From an optimization exercise on the open Yosys and OpenROAD flow, aimed at small area, a short achievable clock period and few clock cycles per item; shortcuts taken in it are not production practice.
RTL that was checked went through simulation tests only; none was proved equivalent to the original.

==> job 6745: inputs <==
// ntt_core
module ntt_core #(
    parameter WIDTH = 24
)(
    input  wire          clk,
    input  wire          rst_n,
    input  wire          start,
    output reg           done,
    output reg  [7:0]    ram_addr_a,
    output reg           ram_we_a,
    output reg  [WIDTH-1:0] ram_wdata_a,
    input  wire [WIDTH-1:0] ram_rdata_a,
    output reg  [7:0]    ram_addr_b,
    output reg           ram_we_b,
    output reg  [WIDTH-1:0] ram_wdata_b,
    input  wire [WIDTH-1:0] ram_rdata_b
);
    localparam [10:0] CC_LAST = 11'd1037;    
    reg        run;       
    reg        prm;       
    reg [10:0] cc;        
    reg [2:0]  pj;        
    reg [3:0]  pd;        
    reg [1:0]  pm;        
    wire idle = !run && !prm;
    function [7:0] pos;
        input [7:0] g;
        input [1:0] e;
        begin
            case (g[7:6])
                2'd0: pos = {e, g[5:0]};
                2'd1: pos = {g[5:4], e, g[3:0]};
                2'd2: pos = {g[5:2], e, g[1:0]};
                default: pos = {g[5:0], e};
            endcase
        end
    endfunction
    function [3:0] brv4;
        input [3:0] x;
  ...
Settings: LEC_CHECK=0, CAP_MARGIN=20, CORE_MARGIN=2, CORE_UTILIZATION=40, SLEW_MARGIN=20; clock period 10.0 ns.
standard.sh (not shown) runs the stock make flow with config.mk's settings and CLKGATE_MAP_FILE= SYNTH_SCRIPT=/design/flow/synth_recipe.tcl, a recipe that flattens the netlist after the stock synthesis.
==> flow/flow/run.sh <==
#!/bin/bash
# Layout flow: the standard ORFS flow (standard synthesis unchanged), with the
# setup repair aiming for more slack than the 10 ns clock needs, so that the
# resizer works on the design's real critical paths.
set -euo pipefail
MARGIN=$(cat flow/margin.txt)
bash standard.sh SETUP_SLACK_MARGIN=$MARGIN finish > standard.log 2>&1
==> flow/flow/margin.txt <==
6.8
==> job 4921: changes against job 6745 <==
--- a/flow/design.v
+++ b/flow/design.v
@@ -19,13 +19,13 @@
 module modmul (
     input  wire        clk,
     input  wire [22:0] a,
     input  wire [11:0] bn,
     input  wire [11:0] b1,
     input  wire [11:0] b2,
-    output reg  [24:0] r
+    output reg  [22:0] r
 );
     localparam [24:0] Q = 25'd8380417;
     reg c0;
     reg c1;
     reg c2;
     reg c3;
@@ -1117,37 +1117,33 @@
     wire [45:0] ps = {w824, w822, w820, w818, w816, w814, w812, w810, w808, w806, w804, w802, w800, w798, w796, w794, w792, w790, w788, w786, w784, w782, w780, w778, w776, w774, w772, w770, w768, w766, w764, w762, w760, w758, w756, w754, w752, w750, w748, w746, w744, w742, w740, w739, c2, c0};
     wire [45:0] pc = {w825, w823, w821, w819, w817, w815, w813, w811, w809, w807, w805, w803, w801, w799, w797, w795, w793, w791, w789, w787, w785, w783, w781, w779, w777, w775, w773, w771, w769, w767, w765, w763, w761, w759, w757, w755, w753, w751, w749, w747, w745, w743, w741, c5, 1'b0, c1};
     reg  [45:0] p;
     reg  [33:0] t1;
     wire [33:0] t1_n = {1'b0, p[45:13]} + {9'd0, Q} + {21'd0, p[12:0]} - {11'd0, p[12:0], 10'd0};
     wire [24:0] x0 = {4'd0, t1[33:13]} + {12'd0, t1[12:0]} - {2'd0, t1[12:0], 10'd0};
+    wire [24:0] x1 = {4'd0, t1[33:13]} + {12'd0, t1[12:0]} - {2'd0, t1[12:0], 10'd0} + Q;
     always @(posedge clk) begin
         p  <= ps + pc;
         t1 <= t1_n;
-        r  <= x0;
+        r  <= x0[24] ? x1[22:0] : x0[22:0];
     end
 endmodule
 `timescale 1ns / 1ps
-module bfly_add1 (
+module bfly_addsub (
     input  wire [22:0] u,
-    input  wire [24:0] x,
-    output wire [24:0] s,
-    output wire [24:0] d
+    input  wire [22:0] t,
+    output wire [22:0] s,
+    output wire [22:0] d
 );
-    assign s = {2'd0, u} + x;
-    assign d = {2'd0, u} - x;
-endmodule
-module bfly_red (
-    input  wire [24:0] a,      
-    output wire [22:0] r       
-);
-    wire        neg = a[24];
-    wire        ge  = ~neg & (a[23] | ((&a[22:13]) & (|a[12:0])));    
-    wire [22:0] ap  = a[22:0] - 23'd8191;                                
-    wire [22:0] am  = a[22:0] + 23'd8191;                                
-    assign r = neg ? ap : (ge ? am : a[22:0]);
+    localparam [24:0] Q = 25'd8380417;
+    wire [24:0] s0 = {2'd0, u} + {2'd0, t};
+    wire [24:0] s1 = {2'd0, u} + {2'd0, t} - Q;
+    wire [24:0] d0 = {2'd0, u} - {2'd0, t};
+    wire [24:0] d1 = {2'd0, u} - {2'd0, t} + Q;
+    assign s = s1[24] ? s0[22:0] : s1[22:0];
+    assign d = d0[24] ? d1[22:0] : d0[22:0];
 endmodule
 `timescale 1ns / 1ps
 module g1_rom (
     input  wire [7:0]  k,
     output wire [22:0] z
 );
@@ -1168,13 +1164,14 @@
     input  wire [WIDTH-1:0] ram_rdata_a,
     output reg  [7:0]    ram_addr_b,
     output reg           ram_we_b,
     output reg  [WIDTH-1:0] ram_wdata_b,
     input  wire [WIDTH-1:0] ram_rdata_b
 );
-    localparam [10:0] CC_LAST = 11'd1037;    
+    localparam integer WOFS = 14;
+    localparam [10:0] CC_LAST = 11'd1035;    
     reg        run;       
     reg        prm;       
     reg [10:0] cc;        
     reg [2:0]  pj;        
     reg [3:0]  pd;        
     reg [1:0]  pm;        
@@ -1192,19 +1189,18 @@
         end
     endfunction
     function [3:0] brv4;
         input [3:0] x;
         brv4 = {x[0], x[1], x[2], x[3]};
     endfunction
-    wire [10:0] cn   = cc + 11'd1;
-    wire [8:0]  kn   = cn[10:2];
-    wire [8:0]  kw1  = kn - 9'd3;               
-    wire [8:0]  kw2  = kn - 9'd4;               
-    wire        rd_n = run && (kn[8] == 1'b0) && (cn[0] == 1'b0);
-    wire        w1_n = run && (cn[1:0] == 2'd3) && (kn >= 9'd3) && (kw1[8] == 1'b0);
-    wire        w2_n = run && (cn[1:0] == 2'd1) && (kn >= 9'd4) && (kw2[8] == 1'b0);
+    wire [10:0] cn  = cc + 11'd1;
+    wire [10:0] cw  = cc + 11'd1 - WOFS;       
+    wire        rd_n = run && (cn[10] == 1'b0) && (cn[1] == 1'b0);
+    wire        wr_n = run && (cc >= WOFS - 1) && (cc < CC_LAST) && (cw[1] == 1'b0);
+    wire [7:0]  gr   = cn[9:2];
+    wire [7:0]  gw   = cw[9:2];
     wire [2:0]  pj_n   = (pj == 3'd5) ? 3'd0 : pj + 3'd1;
     wire        pf_end = (pj == 3'd5);
     wire        plast  = pf_end && (pd == 4'd8) && (pm == 2'd1);
     wire [3:0]  pd_n   = (pf_end && ((pd != 4'd8 && pm == 2'd3))) ? pd + 4'd1 : pd;
     wire [1:0]  pm_n   = pf_end ? ((pm == 2'd3 || (pd == 4'd8 && pm == 2'd1)) ? 2'd0 : pm + 2'd1) : pm;
     wire        sec_n  = pj_n[0];
@@ -1215,119 +1211,104 @@
     wire        useb_n = (pj_n[2:1] == 2'd1);     
     wire [7:0]  pa_n   = useb_n ? {ya_n, brv4(xa_n)} : {xa_n, brv4(ya_n)};
     wire [7:0]  pb_n   = useb_n ? {yb_n, brv4(xb_n)} : {xb_n, brv4(yb_n)};
     wire        pwe_n  = (pj_n >= 3'd2);
     reg  [22:0] V;                  
     reg  [22:0] H;                  
-    reg  [24:0] SA, DA;             
+    reg  [22:0] S, D;               
     reg  [22:0] U1, U2, U3, U4, U5; 
     reg  [7:0]  tidx;               
-    reg  [22:0] Z;                  
     reg  [11:0] Wn, W1, W2;         
-    wire [24:0] T;                  
-    wire [24:0] SA_n, DA_n;
+    wire [22:0] T;                  
     wire [22:0] S_n, D_n;
     wire [22:0] z_rom;
     wire [11:0] zn, z1, z2;
     wire [1:0]  ph = cc[1:0];
-    wire [22:0] S  = ram_wdata_a[22:0];    
-    wire [22:0] D  = ram_wdata_b[22:0];
-    wire [10:0] ci  = cc + 11'd3;
-    wire [7:0]  gk  = ci[9:2];
-    wire [7:0]  gz1 = (ci[1:0] == 2'd2) ? gk : gk - 8'd1;    
-    wire [7:0]  gz2 = gk - 8'd2;                             
+    wire [7:0]  gk  = cc[9:2];
+    wire [7:0]  gk1 = cc[9:2] - 8'd1;
     reg  [7:0]  tidx_n;
     always @(*) begin
-        if (!run) begin
-            tidx_n = 8'd1;
-        end else if (ci[0] == 1'b0) begin
-            case (gz1[7:6])
+        if (ph[1] == 1'b0) begin
+            case (gk[7:6])
                 2'd0: tidx_n = 8'd1;
-                2'd1: tidx_n = {6'b000001, gz1[5:4]};
-                2'd2: tidx_n = {4'b0001, gz1[5:2]};
-                default: tidx_n = {2'b01, gz1[5:0]};
+                2'd1: tidx_n = {6'b000001, gk[5:4]};
+                2'd2: tidx_n = {4'b0001, gk[5:2]};
+                default: tidx_n = {2'b01, gk[5:0]};
             endcase
         end else begin
-            case (gz2[7:6])
-                2'd0: tidx_n = {7'b0000001, ci[1]};
-                2'd1: tidx_n = {5'b00001, gz2[5:4], ci[1]};
-                2'd2: tidx_n = {3'b001, gz2[5:2], ci[1]};
-                default: tidx_n = {1'b1, gz2[5:0], ci[1]};
+            case (gk1[7:6])
+                2'd0: tidx_n = {7'b0000001, ph[0]};
+                2'd1: tidx_n = {5'b00001, gk1[5:4], ph[0]};
+                2'd2: tidx_n = {3'b001, gk1[5:2], ph[0]};
+                default: tidx_n = {1'b1, gk1[5:0], ph[0]};
             endcase
         end
     end
     g1_rom u_rom (.k(tidx), .z(z_rom));
-    booth_enc u_enc (.b(Z), .bn(zn), .b1(z1), .b2(z2));
+    booth_enc u_enc (.b(z_rom), .bn(zn), .b1(z1), .b2(z2));
     modmul u_mul (.clk(clk), .a(V), .bn(Wn), .b1(W1), .b2(W2), .r(T));
-    bfly_add1 u_as1 (.u(U1), .x(T), .s(SA_n), .d(DA_n));
-    bfly_red  u_rs  (.a(SA), .r(S_n));
-    bfly_red  u_rd  (.a(DA), .r(D_n));
+    bfly_addsub u_as (.u(U1), .t(T), .s(S_n), .d(D_n));
     always @(posedge clk) begin
         tidx <= tidx_n;
-        Z    <= z_rom;
         Wn   <= zn;
         W1   <= z1;
         W2   <= z2;
-        SA   <= SA_n;
-        DA   <= DA_n;
-        if (ph == 2'd0) H <= D;
+        S    <= S_n;
+        D    <= D_n;
+        H    <= D;
         case (ph)
-            2'd1, 2'd3: V <= ram_rdata_b[22:0];
-            2'd0:       V <= S;
+            2'd1, 2'd2: V <= ram_rdata_b[22:0];
+            2'd3:       V <= S;
             default:    V <= H;
         endcase
         U1 <= U2;
         U2 <= U3;
-        U3 <= (ph == 2'd2) ? S : U4;
-        U4 <= U5;
-        U5 <= (ph == 2'd2) ? D : ram_rdata_a[22:0];
+        U3 <= U4;
+        U4 <= (ph == 2'd0) ? S : U5;
+        U5 <= (ph == 2'd0) ? D : ram_rdata_a[22:0];
     end
     always @(posedge clk or negedge rst_n) begin
         if (!rst_n) begin
             run <= 1'b0; prm <= 1'b0; done <= 1'b0;
             cc <= 11'd0; pj <= 3'd0; pd <= 4'd1; pm <= 2'd0;
             ram_we_a <= 1'b0; ram_we_b <= 1'b0;
             ram_addr_a <= 8'd64; ram_addr_b <= 8'd192;
             ram_wdata_a <= {WIDTH{1'b0}}; ram_wdata_b <= {WIDTH{1'b0}};
         end else begin
             done <= 1'b0;
             if (prm) begin
-                ram_wdata_a <= {1'b0, ram_rdata_a[22:0]};
-                ram_wdata_b <= {1'b0, ram_rdata_b[22:0]};
+                ram_wdata_a <= ram_rdata_a;
+                ram_wdata_b <= ram_rdata_b;
             end else begin
-                ram_wdata_a <= {1'b0, S_n};
-                ram_wdata_b <= {1'b0, D_n};
+                ram_wdata_a <= {1'b0, S};
+                ram_wdata_b <= {1'b0, D};
             end
             if (idle) begin
                 ram_we_a <= 1'b0; ram_we_b <= 1'b0;
                 cc <= 11'd0;
                 if (start) begin
                     run <= 1'b1;
+                    ram_addr_a <= 8'd0; ram_addr_b <= 8'd128;    
                     cc <= 11'd1;
                 end
             end else if (run) begin
                 cc <= cn;
                 if (cc == CC_LAST) begin
                     run <= 1'b0; prm <= 1'b1;
-                    cc <= 11'd0;
                     pj <= 3'd0; pd <= 4'd1; pm <= 2'd0;
                     ram_we_a <= 1'b0; ram_we_b <= 1'b0;
                     ram_addr_a <= {4'd0, brv4(4'd1)};
                     ram_addr_b <= {4'd1, brv4(4'd2)};
                 end else if (rd_n) begin
                     ram_we_a <= 1'b0; ram_we_b <= 1'b0;
-                    ram_addr_a <= pos(kn[7:0], cn[1] ? 2'd0 : 2'd1);
-                    ram_addr_b <= pos(kn[7:0], cn[1] ? 2'd2 : 2'd3);
-                end else if (w1_n) begin
-                    ram_we_a <= 1'b1; ram_we_b <= 1'b1;
-                    ram_addr_a <= pos(kw1[7:0], 2'd0);
-                    ram_addr_b <= pos(kw1[7:0], 2'd1);
-                end else if (w2_n) begin
+                    ram_addr_a <= pos(gr, cn[0] ? 2'd0 : 2'd1);
+                    ram_addr_b <= pos(gr, cn[0] ? 2'd2 : 2'd3);
+                end else if (wr_n) begin
                     ram_we_a <= 1'b1; ram_we_b <= 1'b1;
-                    ram_addr_a <= pos(kw2[7:0], 2'd2);
-                    ram_addr_b <= pos(kw2[7:0], 2'd3);
+                    ram_addr_a <= pos(gw, cw[0] ? 2'd2 : 2'd0);
+                    ram_addr_b <= pos(gw, cw[0] ? 2'd3 : 2'd1);
                 end else begin
                     ram_we_a <= 1'b0; ram_we_b <= 1'b0;
                 end
             end else begin
                 pj <= pj_n; pd <= pd_n; pm <= pm_n;
                 if (plast) begin
==> flow/run.sh (new file) <==
#!/bin/bash
# synth_recipe.tcl (not shown) runs the flow's synth.tcl, then flattens the netlist and writes it again
# the make line also repeats each setting of config.mk as NAME=value (left out here)
make -C /OpenROAD-flow-scripts/flow DESIGN_CONFIG=/design/flow/config.mk WORK_HOME=/design/flow/orfs CLKGATE_MAP_FILE= SYNTH_SCRIPT=/design/flow/synth_recipe.tcl finish
Settings changed: ABC_CLOCK_PERIOD_IN_PS set to 3000, SETUP_SLACK_MARGIN set to 5.
removed: flow/flow/run.sh
removed: flow/flow/margin.txt
removed: flow/standard.sh
==> job 8347: changes against job 6745 <==
--- a/flow/design.v
+++ b/flow/design.v
@@ -19,13 +19,13 @@
 module modmul (
     input  wire        clk,
     input  wire [22:0] a,
     input  wire [11:0] bn,
     input  wire [11:0] b1,
     input  wire [11:0] b2,
-    output reg  [24:0] r
+    output reg  [23:0] r
 );
     localparam [24:0] Q = 25'd8380417;
     reg c0;
     reg c1;
     reg c2;
     reg c3;
@@ -1115,29 +1115,46 @@
         c129 <= w298;
     end
     wire [45:0] ps = {w824, w822, w820, w818, w816, w814, w812, w810, w808, w806, w804, w802, w800, w798, w796, w794, w792, w790, w788, w786, w784, w782, w780, w778, w776, w774, w772, w770, w768, w766, w764, w762, w760, w758, w756, w754, w752, w750, w748, w746, w744, w742, w740, w739, c2, c0};
     wire [45:0] pc = {w825, w823, w821, w819, w817, w815, w813, w811, w809, w807, w805, w803, w801, w799, w797, w795, w793, w791, w789, w787, w785, w783, w781, w779, w777, w775, w773, w771, w769, w767, w765, w763, w761, w759, w757, w755, w753, w751, w749, w747, w745, w743, w741, c5, 1'b0, c1};
     reg  [45:0] p;
     reg  [33:0] t1;
-    wire [33:0] t1_n = {1'b0, p[45:13]} + {9'd0, Q} + {21'd0, p[12:0]} - {11'd0, p[12:0], 10'd0};
-    wire [24:0] x0 = {4'd0, t1[33:13]} + {12'd0, t1[12:0]} - {2'd0, t1[12:0], 10'd0};
+    wire [33:0] r1a = {1'b0, p[45:13]};
+    wire [33:0] r1b = {21'd0, p[12:0]};
+    wire [33:0] r1c = {11'd0, ~p[12:0], 10'd0};
+    wire [33:0] sm1 = r1a ^ r1b ^ r1c;
+    wire [33:0] cy1 = (r1a & r1b) | (r1a & r1c) | (r1b & r1c);
+    wire [23:0] r2a = {3'd0, t1[33:13]};
+    wire [23:0] r2b = {11'd0, t1[12:0]};
+    wire [23:0] r2c = {1'b0, ~t1[12:0], 10'd0};
+    wire [23:0] sm2 = r2a ^ r2b ^ r2c;
+    wire [23:0] cy2 = (r2a & r2b) | (r2a & r2c) | (r2b & r2c);
     always @(posedge clk) begin
         p  <= ps + pc;
-        t1 <= t1_n;
-        r  <= x0;
+        t1 <= sm1 + {cy1[32:0], 1'b0};
+        r  <= sm2 + {cy2[22:0], 1'b0};
     end
 endmodule
 `timescale 1ns / 1ps
 module bfly_add1 (
     input  wire [22:0] u,
-    input  wire [24:0] x,
-    output wire [24:0] s,
-    output wire [24:0] d
+    input  wire [23:0] x,      
+    output wire [24:0] s,      
+    output wire [24:0] d       
 );
-    assign s = {2'd0, u} + x;
-    assign d = {2'd0, u} - x;
+    localparam [24:0] KS = -25'd1055743;        
+    localparam [24:0] KD = 25'd1055744;         
+    wire [24:0] uu = {2'd0, u};
+    wire [24:0] xs = {1'b0, x};
+    wire [24:0] xd = ~{1'b0, x};
+    wire [24:0] ss = uu ^ xs ^ KS;
+    wire [24:0] sc = (uu & xs) | (uu & KS) | (xs & KS);
+    wire [24:0] ds = uu ^ xd ^ KD;
+    wire [24:0] dc = (uu & xd) | (uu & KD) | (xd & KD);
+    assign s = ss + {sc[23:0], 1'b0};
+    assign d = ds + {dc[23:0], 1'b0};
 endmodule
 module bfly_red (
     input  wire [24:0] a,      
     output wire [22:0] r       
 );
     wire        neg = a[24];
@@ -1220,13 +1237,13 @@
     reg  [22:0] H;                  
     reg  [24:0] SA, DA;             
     reg  [22:0] U1, U2, U3, U4, U5; 
     reg  [7:0]  tidx;               
     reg  [22:0] Z;                  
     reg  [11:0] Wn, W1, W2;         
-    wire [24:0] T;                  
+    wire [23:0] T;                  
     wire [24:0] SA_n, DA_n;
     wire [22:0] S_n, D_n;
     wire [22:0] z_rom;
     wire [11:0] zn, z1, z2;
     wire [1:0]  ph = cc[1:0];
     wire [22:0] S  = ram_wdata_a[22:0];    
==> flow/flow/margin.txt (replaced) <==
6.5
==> results_dict.tcl <==
set metrics [dict create \
    status "timing/DRC/antenna clean" \
    fin_crit_sh 0.484 \
    crit_buf_inv 3 \
    seq_cells 571 \
    clock-sinks 571 \
    nets 5465 \
    timing.rr.end "W1[3]" \
    antenna_found_initial 11 \
    grt_pass1_wl_um 244000 \
]
That was job 4921.
==> results_dict.tcl <==
set metrics [dict create \
    status "timing/DRC/antenna clean" \
    clock-sinks 597 \
    nets 5925 \
    met1_usage 0.380 \
    fin_crit_sh 0.408 \
    crit_buf_inv 1 \
    seq_cells 597 \
    antenna_found_initial 9 \
    synth-simple-area-share 0.128 \
    synth_area_leaders "dfxtp_1 (21%), fa_1 (9.8%), xnor2_1 (7.6%)" \
    top_layer "met5" \
    setup_ws_ns 5.92 \
    grt_pass1_wl_um 261000 \
    timing.rr.end "u_mul.r[22]" \
]
That was job 6745.
==> results_dict.tcl <==
set metrics [dict create \
    antenna_found_initial 7 \
    grt_pass1_wl_um 253000 \
    fin_crit_sh 0.359 \
    num_vias 41022 \
    clock_net_power_mw 2.51 \
    seq_cells 596 \
    n_fill_cell 10889 \
    clock-sinks 596 \
    status "timing/DRC/antenna clean" \
    drc_errors 0 \
]
That was job 8347.
Testbench counts of job 8347, summed over its fixed seeds: cycles 29,240, transforms 24.
Only the layout flow was run in job 6745 and job 4921; the RTL was not checked for function there.

## what the ideal ports hide
Ports are ideal in the flow. The routed layouts listed here were re-timed in OpenROAD. Step 1 assumes that a clkbuf_16 drives the clock port and a buf_2 every other input. Step 2 times the ports against the registers' clock, not the clock port: input delays grow and output delays shrink by t, the midpoint of the rising clock arrivals with the driver on. Slacks: ideal ports / drivers / drivers and shift; pairs: ideal ports / drivers.
| run | shift t [ns] | slack for setup (ns) | latest minus earliest clock arrival (ns) |
|---|---|---|---|
| job 6745 | 0.681 | 5.922 / 5.922 / 5.922 | 0.057 / 0.058 |
| job 4921 | 0.695 | 5.161 / 5.161 / 5.161 | 0.068 / 0.068 |
| job 8347 | 0.682 | 6.407 / 6.407 / 6.407 | 0.039 / 0.039 |
After both steps every run listed still meets setup and hold.
